Background: an optimization exercise with open tools, aiming at small area and a short achievable clock period. Do not read the settings as production practice. Only simulation tests tie the RTL to the original design; equivalence was not proved. No activity file was given, so power comes from the tool's default toggle rates.

== build 79 ==
## Microprocessor
module Microprocessor(
    output mem_write,
    output mem_read,
    output reg_write,
    output [1:0]op,
    output [6:0]reg_num,
    output [6:0]pc_high,
    output [6:0]pc_low,
    output [7:0]instruction_address,
    output [6:0]rwd_1,
    output [6:0]rwd_0,
    output [1:0]r_symbol,
    input oscillator,
    input reset,
    input [7:0]instruction
    );
Size in the first run: ~2100 cells after synthesis, roughly 320 flip-flops, ~60 I/O pins, ~0.017 mm^2 of cells after synthesis.
make LEC_CHECK=0 ABC_AREA=1 CAP_MARGIN=10 CORE_MARGIN=2 CORE_UTILIZATION=55 CTS_CLUSTER_DIAMETER=70 CTS_CLUSTER_SIZE=25 SETUP_SLACK_MARGIN=3.0 SLEW_MARGIN=10 TNS_END_PERCENT=0 finish   # period 6.0 ns
run.sh (not shown) runs the stock make flow with config.mk's settings and CLKGATE_MAP_FILE= SYNTH_SCRIPT=/design/flow/synth_recipe.tcl, a recipe that flattens the netlist after the stock synthesis.
Build 79 was carried through to the last stage, and its layout satisfied the timing, DRC and antenna checks.
Setup changes, build 79 to build 25
- CTS_BUF_LIST: unset -> sky130_fd_sc_hd__clkbuf_8 sky130_fd_sc_hd__clkbuf_16
- SLEW_MARGIN: 10 -> 20
- CAP_MARGIN: 10 -> 20
Notes after the runs:
On post-layout minimum cycle time, build 79 and build 25 are neck and neck. Any difference in portion of the clock cycle consumed by the worst path in the final layout between build 25 and build 79 is small enough to ignore. Comparing build 25 with build 79, the total routed wirelength came out essentially unchanged.
Here is what was changed in the inputs of build 80 compared with build 25.
- removing CTS_BUF_LIST (formerly sky130_fd_sc_hd__clkbuf_8 sky130_fd_sc_hd__clkbuf_16)
- changing CTS_CLUSTER_DIAMETER from 70 to 80
- changing CTS_CLUSTER_SIZE from 25 to 30
--- outcome ---
Normalized max-slew margin of build 25 is on par with build 80. Relative to build 25, the design area of build 80 is lower by about 1.2%. Diff build 25 -> build 80: maximum clock frequency went up by 1.6 MHz; clock tree cell share of total cell area went down by 1.2 points.
--- input diff build 80..build 39 ---
- changing CTS_CLUSTER_DIAMETER from 80 to 70
- changing CTS_CLUSTER_SIZE from 30 to 25
Results
Build 39: done, clean on timing, DRC and antenna. Build 80: done, clean on timing, DRC and antenna. Looking at non-clock buffer count, build 39 sits 1 below build 80. Diff build 80 -> build 39: maximum frequency dropped about 0.5%; area fraction in compound gates after synthesis roughly the same; portion of total power attributed to combinational logic moved down; routed length on met2 has decreased. Clock tree buffer count of the final layout sits higher in build 39 than in build 80. Build 80 and build 39 ended up with roughly the same combinational gate power. When build 39 is set beside build 80, its clock latency at the later pin of the worst-skew pair turns out to be 0.02 ns larger. Going from build 80 to build 39, via total after detailed routing -about 0.3%, wire length essentially unchanged.

========
Another version of the RTL of Microprocessor (not shown whole).
For scale: about 2100 cells after synthesis, roughly 310 flip-flops, about 60 I/O pins, ~0.016 mm² of cells after synthesis.
clock: 6.0 ns
lec_check: 0
abc_area: 1
cap_margin: 20
core_margin: 2
core_utilization: 55
cts_buf_list: sky130_fd_sc_hd__clkbuf_4 sky130_fd_sc_hd__clkbuf_8
setup_slack_margin: 3.0
slew_margin: 20
standard.sh (not shown) runs the stock make flow with config.mk's settings and CLKGATE_MAP_FILE= SYNTH_SCRIPT=/design/flow/synth_recipe.tcl, a recipe that flattens the netlist after the stock synthesis.
==> flow/flow/run.sh <==
#!/bin/bash
# Standard layout, with plain buffers (not delay cells) on the ports.
set -euo pipefail
export BUFFER_PORTS_ARGS="-buffer_cell sky130_fd_sc_hd__buf_2"
bash standard.sh finish > standard_flow.log 2>&1
The starting point completed with no timing, DRC or antenna violations.
Edit:
==> flow/run.sh (new file) <==
#!/bin/bash
# synth_recipe.tcl (not shown) runs the flow's synth.tcl, then flattens the netlist and writes it again
# the make line also repeats each setting of config.mk as NAME=value (left out here)
make -C /OpenROAD-flow-scripts/flow DESIGN_CONFIG=/design/flow/config.mk WORK_HOME=/design/flow/orfs CLKGATE_MAP_FILE= SYNTH_SCRIPT=/design/flow/synth_recipe.tcl finish
CORE_UTILIZATION = 70   (was 55)
CTS_BUF_LIST = default   (was sky130_fd_sc_hd__clkbuf_4 sky130_fd_sc_hd__clkbuf_8)
CTS_CLUSTER_DIAMETER = 70   (was default)
CTS_CLUSTER_SIZE = 25   (was default)
SETUP_SLACK_MARGIN = 2.5   (was 3.0)
removed: flow/flow/run.sh
removed: flow/standard.sh
Result:
- The new run finished clean
- die area came out lower by about a fifth
- wire length decreases by about a fifth
- maximum frequency came out lower by a little under a tenth
- combinational power falls by a quarter to a third
- setup slack degrades by 0.31 ns
- area after synthesis is unchanged
Edit:
CORE_UTILIZATION = 55   (was 70)
SETUP_SLACK_MARGIN = 3.5   (was 2.5)
TNS_END_PERCENT = 0   (was default)
The changed run finished clean.
Global-route usage drops by 7.6 points.
Register-to-register slack improves by 0.04 ns.
Setup slack improves by 0.32 ns.
Cell count climbs by a few percent.

========
RTL: one of the versions met above, not the one the previous note started from.
For scale: about 2100 cells after synthesis, about 60 I/O pins, ~17000 um^2 of cells after synthesis.
// Microprocessor
module Microprocessor(
    output mem_write,
    output mem_read,
    output reg_write,
    output [1:0]op,
    output [6:0]reg_num,
    output [6:0]pc_high,
    output [6:0]pc_low,
    output [7:0]instruction_address,
    output [6:0]rwd_1,
    output [6:0]rwd_0,
    output [1:0]r_symbol,
    input oscillator,
    input reset,
    input [7:0]instruction
    );
export LEC_CHECK = 0
export ABC_AREA = 1
export CAP_MARGIN = 20
export CORE_MARGIN = 2
export CORE_UTILIZATION = 55
export CTS_CLUSTER_DIAMETER = 70
export CTS_CLUSTER_SIZE = 25
export GPL_ROUTABILITY_DRIVEN = 0
export SETUP_SLACK_MARGIN = 3.0
export SLEW_MARGIN = 20
export TNS_END_PERCENT = 0
create_clock -name core_clock -period 6.0 [get_ports {oscillator}]
run.sh (not shown) runs the stock make flow with config.mk's settings and CLKGATE_MAP_FILE= SYNTH_SCRIPT=/design/flow/synth_recipe.tcl, a recipe that flattens the netlist after the stock synthesis.
Stock flow here: none of the scripts above is used.
The baseline finished clean.
Next try:
- CORE_UTILIZATION: 55 -> 62
- GPL_ROUTABILITY_DRIVEN: 0 -> default
After rerunning:
- cell count goes down by a few percent
- worst hold slack barely changes
- clock-buffer cell count stays the same
- setup slack got worse by 0.035 ns

========
Setup of job 104:
Another version of the RTL of Microprocessor (not shown whole).
Size in the first run: roughly 310 flip-flops, roughly 16000 µm² of cells after synthesis.
clock: 6.0 ns
lec_check: 0
cap_margin: 20
core_margin: 2
core_utilization: 55
setup_slack_margin: 2.0
slew_margin: 20
#### Input delta (job 103 over job 104)
# job 104
export LEC_CHECK = 0
export CAP_MARGIN = 20
export CORE_MARGIN = 2
export CORE_UTILIZATION = 55
export SETUP_SLACK_MARGIN = 2.0
export SLEW_MARGIN = 20
create_clock -name core_clock -period 6.0 [get_ports {oscillator}]
# job 103
export LEC_CHECK = 0
export CAP_MARGIN = 20
export CORE_MARGIN = 2
export CORE_UTILIZATION = 40
export SLEW_MARGIN = 20
create_clock -name core_clock -period 6.0 [get_ports {oscillator}]
==> comparison <==
The start point of the critical path comes out instruction[4] in one run and instruction[5] in the other, namely in job 104 and job 103 respectively. Of job 103 and job 104, it is job 103 that has the lower number of buffers added for setup after CTS. Compared with job 104, number of well-tap cells placed in job 103 increased by more than a quarter. Diff job 104 and job 103: number of cells after detailed placement higher in job 103. Changes observed in job 103 relative to job 104: worst setup slack decreased by 1.26 ns relative to the old numbers; area enclosed by the die boundary grew by 11000 µm²; total routing resource utilization after global routing went down; clock buffer instance count of the final layout went up. Compared with job 104, job 103 shows a lower number of buffers and inverters on the critical path.

========
Microprocessor with an RTL version that a note above also has.
Size: about 17000 um2 of cells after synthesis.
clock: 6.0 ns
lec_check: 0
abc_area: 1
cap_margin: 20
core_margin: 2
core_utilization: 58
cts_cluster_diameter: 80
cts_cluster_size: 30
setup_slack_margin: 3.0
slew_margin: 20
tns_end_percent: 0
standard.sh (not shown) runs the stock make flow with config.mk's settings and CLKGATE_MAP_FILE= SYNTH_SCRIPT=/design/flow/synth_recipe.tcl, a recipe that flattens the netlist after the stock synthesis.
==> flow/flow/run.sh <==
#!/bin/bash
# Layout flow: the standard flow (standard.sh), except that the ports are
# buffered with plain buf_1 cells instead of the delay cells buffer_ports picks
# by default, and clock tree synthesis adds no dummy loads.
# Its full output goes to layout.log here; ORFS's own logs are in orfs/logs.
set -euo pipefail
export BUFFER_PORTS_ARGS="-buffer_cell sky130_fd_sc_hd__buf_1"
export CTS_ARGS="-sink_clustering_enable -repair_clock_nets -sink_clustering_size 30 -sink_clustering_max_diameter 80 -dont_use_dummy_load"
bash standard.sh finish > layout.log 2>&1
The first run went through all stages and came out clean.
Rerun with:
--- a/flow/flow/run.sh
+++ b/flow/flow/run.sh
@@ -6,4 +6,4 @@
 set -euo pipefail
 export BUFFER_PORTS_ARGS="-buffer_cell sky130_fd_sc_hd__buf_1"
-export CTS_ARGS="-sink_clustering_enable -repair_clock_nets -sink_clustering_size 30 -sink_clustering_max_diameter 80 -dont_use_dummy_load"
+export CTS_ARGS="-sink_clustering_enable -repair_clock_nets -sink_clustering_size 25 -sink_clustering_max_diameter 70 -dont_use_dummy_load"
 bash standard.sh finish > layout.log 2>&1
Settings changed: CTS_CLUSTER_DIAMETER 80 to 70, CTS_CLUSTER_SIZE 30 to 25.
Result: The changed run went through all stages and came out clean. Fmax rises by about 0.5%. Hold slack loses 0.0064 ns. Non-clock buffer count goes down by 10.

========
Setup of JK:
Starting RTL as in the previous note.
export LEC_CHECK = 0
export ABC_AREA = 1
export CAP_MARGIN = 20
export CORE_MARGIN = 2
export CORE_UTILIZATION = 55
export CTS_CLUSTER_DIAMETER = 70
export CTS_CLUSTER_SIZE = 25
export SETUP_SLACK_MARGIN = 2.75
export SLEW_MARGIN = 20
export TNS_END_PERCENT = 0
create_clock -name core_clock -period 6.0 [get_ports {oscillator}]
==> flow/flow/run.sh <==
#!/bin/bash
# Layout flow: the standard flow (standard.sh) with plain buf_2 cells
# buffering the ports instead of the delay cells buffer_ports picks by default.
# Its full output goes to layout.log here; ORFS's own logs are in orfs/logs.
set -euo pipefail
export BUFFER_PORTS_ARGS="-buffer_cell sky130_fd_sc_hd__buf_2"
bash standard.sh finish > layout.log 2>&1
JK | stages: all done | timing, DRC, antenna: all pass
Here is what was changed in the inputs of MS compared with JK.
Settings: CTS_CLUSTER_SIZE changed from 25 to 35; CTS_CLUSTER_DIAMETER changed from 70 to 80; SETUP_SLACK_MARGIN changed from 2.75 to 3.0.
==> flow/run.sh (new file) <==
#!/bin/bash
# synth_recipe.tcl (not shown) runs the flow's synth.tcl, then flattens the netlist and writes it again
# the make line also repeats each setting of config.mk as NAME=value (left out here)
make -C /OpenROAD-flow-scripts/flow DESIGN_CONFIG=/design/flow/config.mk WORK_HOME=/design/flow/orfs CLKGATE_MAP_FILE= SYNTH_SCRIPT=/design/flow/synth_recipe.tcl finish
removed: flow/flow/run.sh
removed: flow/standard.sh
--- outcome ---
Per the comparison of MS with JK, number of synthesized register bits essentially unchanged; worst voltage drop across the vdd grid decreased about 20%.
instruction[2] as the origin of the worst setup path was reported by JK, and instruction[4] by MS.
Going from JK to MS, count of filler cells inserted in the layout moved down, maximum frequency level, sequential share of layout area moved up, post-route standard cell area excluding fillers moved down.
MS: internal portion of total power is about 2.8% lower than what JK reported.
met2 usage for MS: 0.50 points down relative to JK
[compare] base=JK new=MS: count of non-filler cells in the finished layout held steady, data required time at the worst endpoint lost 0.08 ns, post-route minimum period now larger.
Input-level comparison between AL and MS:
Settings: CTS_CLUSTER_DIAMETER now 70, was 80; CORE_UTILIZATION now 48, was 55; CTS_CLUSTER_SIZE now 25, was 35.
==> comparison <==
Synthesized-area fraction occupied by ao, oa, aoi and oai cells delta (AL -> MS): insignificant
Cmp AL vs MS: number of clock buffer instances in the layout higher in AL
Taking MS as the reference, in AL sequential share of layout area fell 0.33 points, number of detailed-routing iterations run before antenna repair moved down, synthesized area was more or less identical, number of nets in the finished design went down by 11.
Minimum period implied by the final worst setup slack delta (AL − MS): unfavourable
Against MS, reported clock group power in AL rose by more than a quarter.
In the tables for AL and MS, routed wire length per instance reads higher with MS.
| wire length after detailed routing | AL vs MS | ≈ equal |
Min combinational share of power across AL and MS: AL

[re-timing with driven ports]
How much do the figures lean on ideal ports? The routed layouts below were timed once more, with nothing changed but the port constraints. Step 1: set_driving_cell puts a clkbuf_16 on oscillator and a buf_2 on each other input, an assumption about the parent block. Step 2 adds t to the input delays and takes it off the output delays; t is the mean of the earliest and latest rising clock arrival at the registers after step 1. Input paths then give back, and output paths get back, about the clock's delay inside the block. Three values: ideal, step 1, step 2; two values: the first two.
| run | shift t [ns] | setup WS [ns] | worst hold slack (ns) | pins driven straight from the clock port |
|---|---|---|---|---|
| build 79 | 0.601 | 2.748 / 2.699 / 2.211 | 0.475 / 0.475 / 0.475 | 1 |
| build 25 | 0.601 | 2.748 / 2.699 / 2.209 | 0.476 / 0.476 / 0.476 | 1 |
| build 80 | 0.579 | 2.765 / 2.715 / 2.215 | 0.478 / 0.478 / 0.478 | 1 |
| build 39 | 0.601 | 2.748 / 2.699 / 2.211 | 0.475 / 0.475 / 0.475 | 1 |
| the first run of note 2 | 0.629 | 2.589 / 2.541 / 1.999 | 0.469 / 0.469 / 0.469 | 1 |
| the second run of note 2 | 0.567 | 2.279 / 2.227 / 2.017 | 0.493 / 0.493 / 0.493 | 1 |
| the third run of note 2 | 0.599 | 2.601 / 2.547 / 2.084 | 0.490 / 0.490 / 0.490 | 1 |
| the first run of note 3 | 0.607 | 2.742 / 2.709 / 2.148 | 0.475 / 0.475 / 0.475 | 1 |
| the second run of note 3 | 0.583 | 2.707 / 2.703 / 2.151 | 0.478 / 0.478 / 0.478 | 1 |
| job 104 | 0.557 | 1.972 / 1.961 / 1.404 | 0.479 / 0.479 / 0.479 | 1 |
| job 103 | 0.564 | 0.715 / 0.729 / 0.165 | 0.474 / 0.474 / 0.474 | 1 |
| the first run of note 5 | 0.554 | 2.777 / 2.787 / 2.233 | 0.477 / 0.477 / 0.477 | 1 |
| the second run of note 5 | 0.584 | 2.793 / 2.807 / 2.224 | 0.470 / 0.470 / 0.470 | 1 |
| JK | 0.613 | 2.764 / 2.770 / 2.157 | 0.475 / 0.475 / 0.475 | 1 |
| MS | 0.578 | 2.756 / 2.707 / 2.190 | 0.478 / 0.478 / 0.478 | 1 |
| AL | 0.611 | 2.708 / 2.707 / 2.131 | 0.476 / 0.476 / 0.476 | 1 |
After both steps every run listed still meets setup and hold. For JK, which loses most, drivers alone change the setup slack by +0.006 ns; drivers and shift together by -0.607 ns.
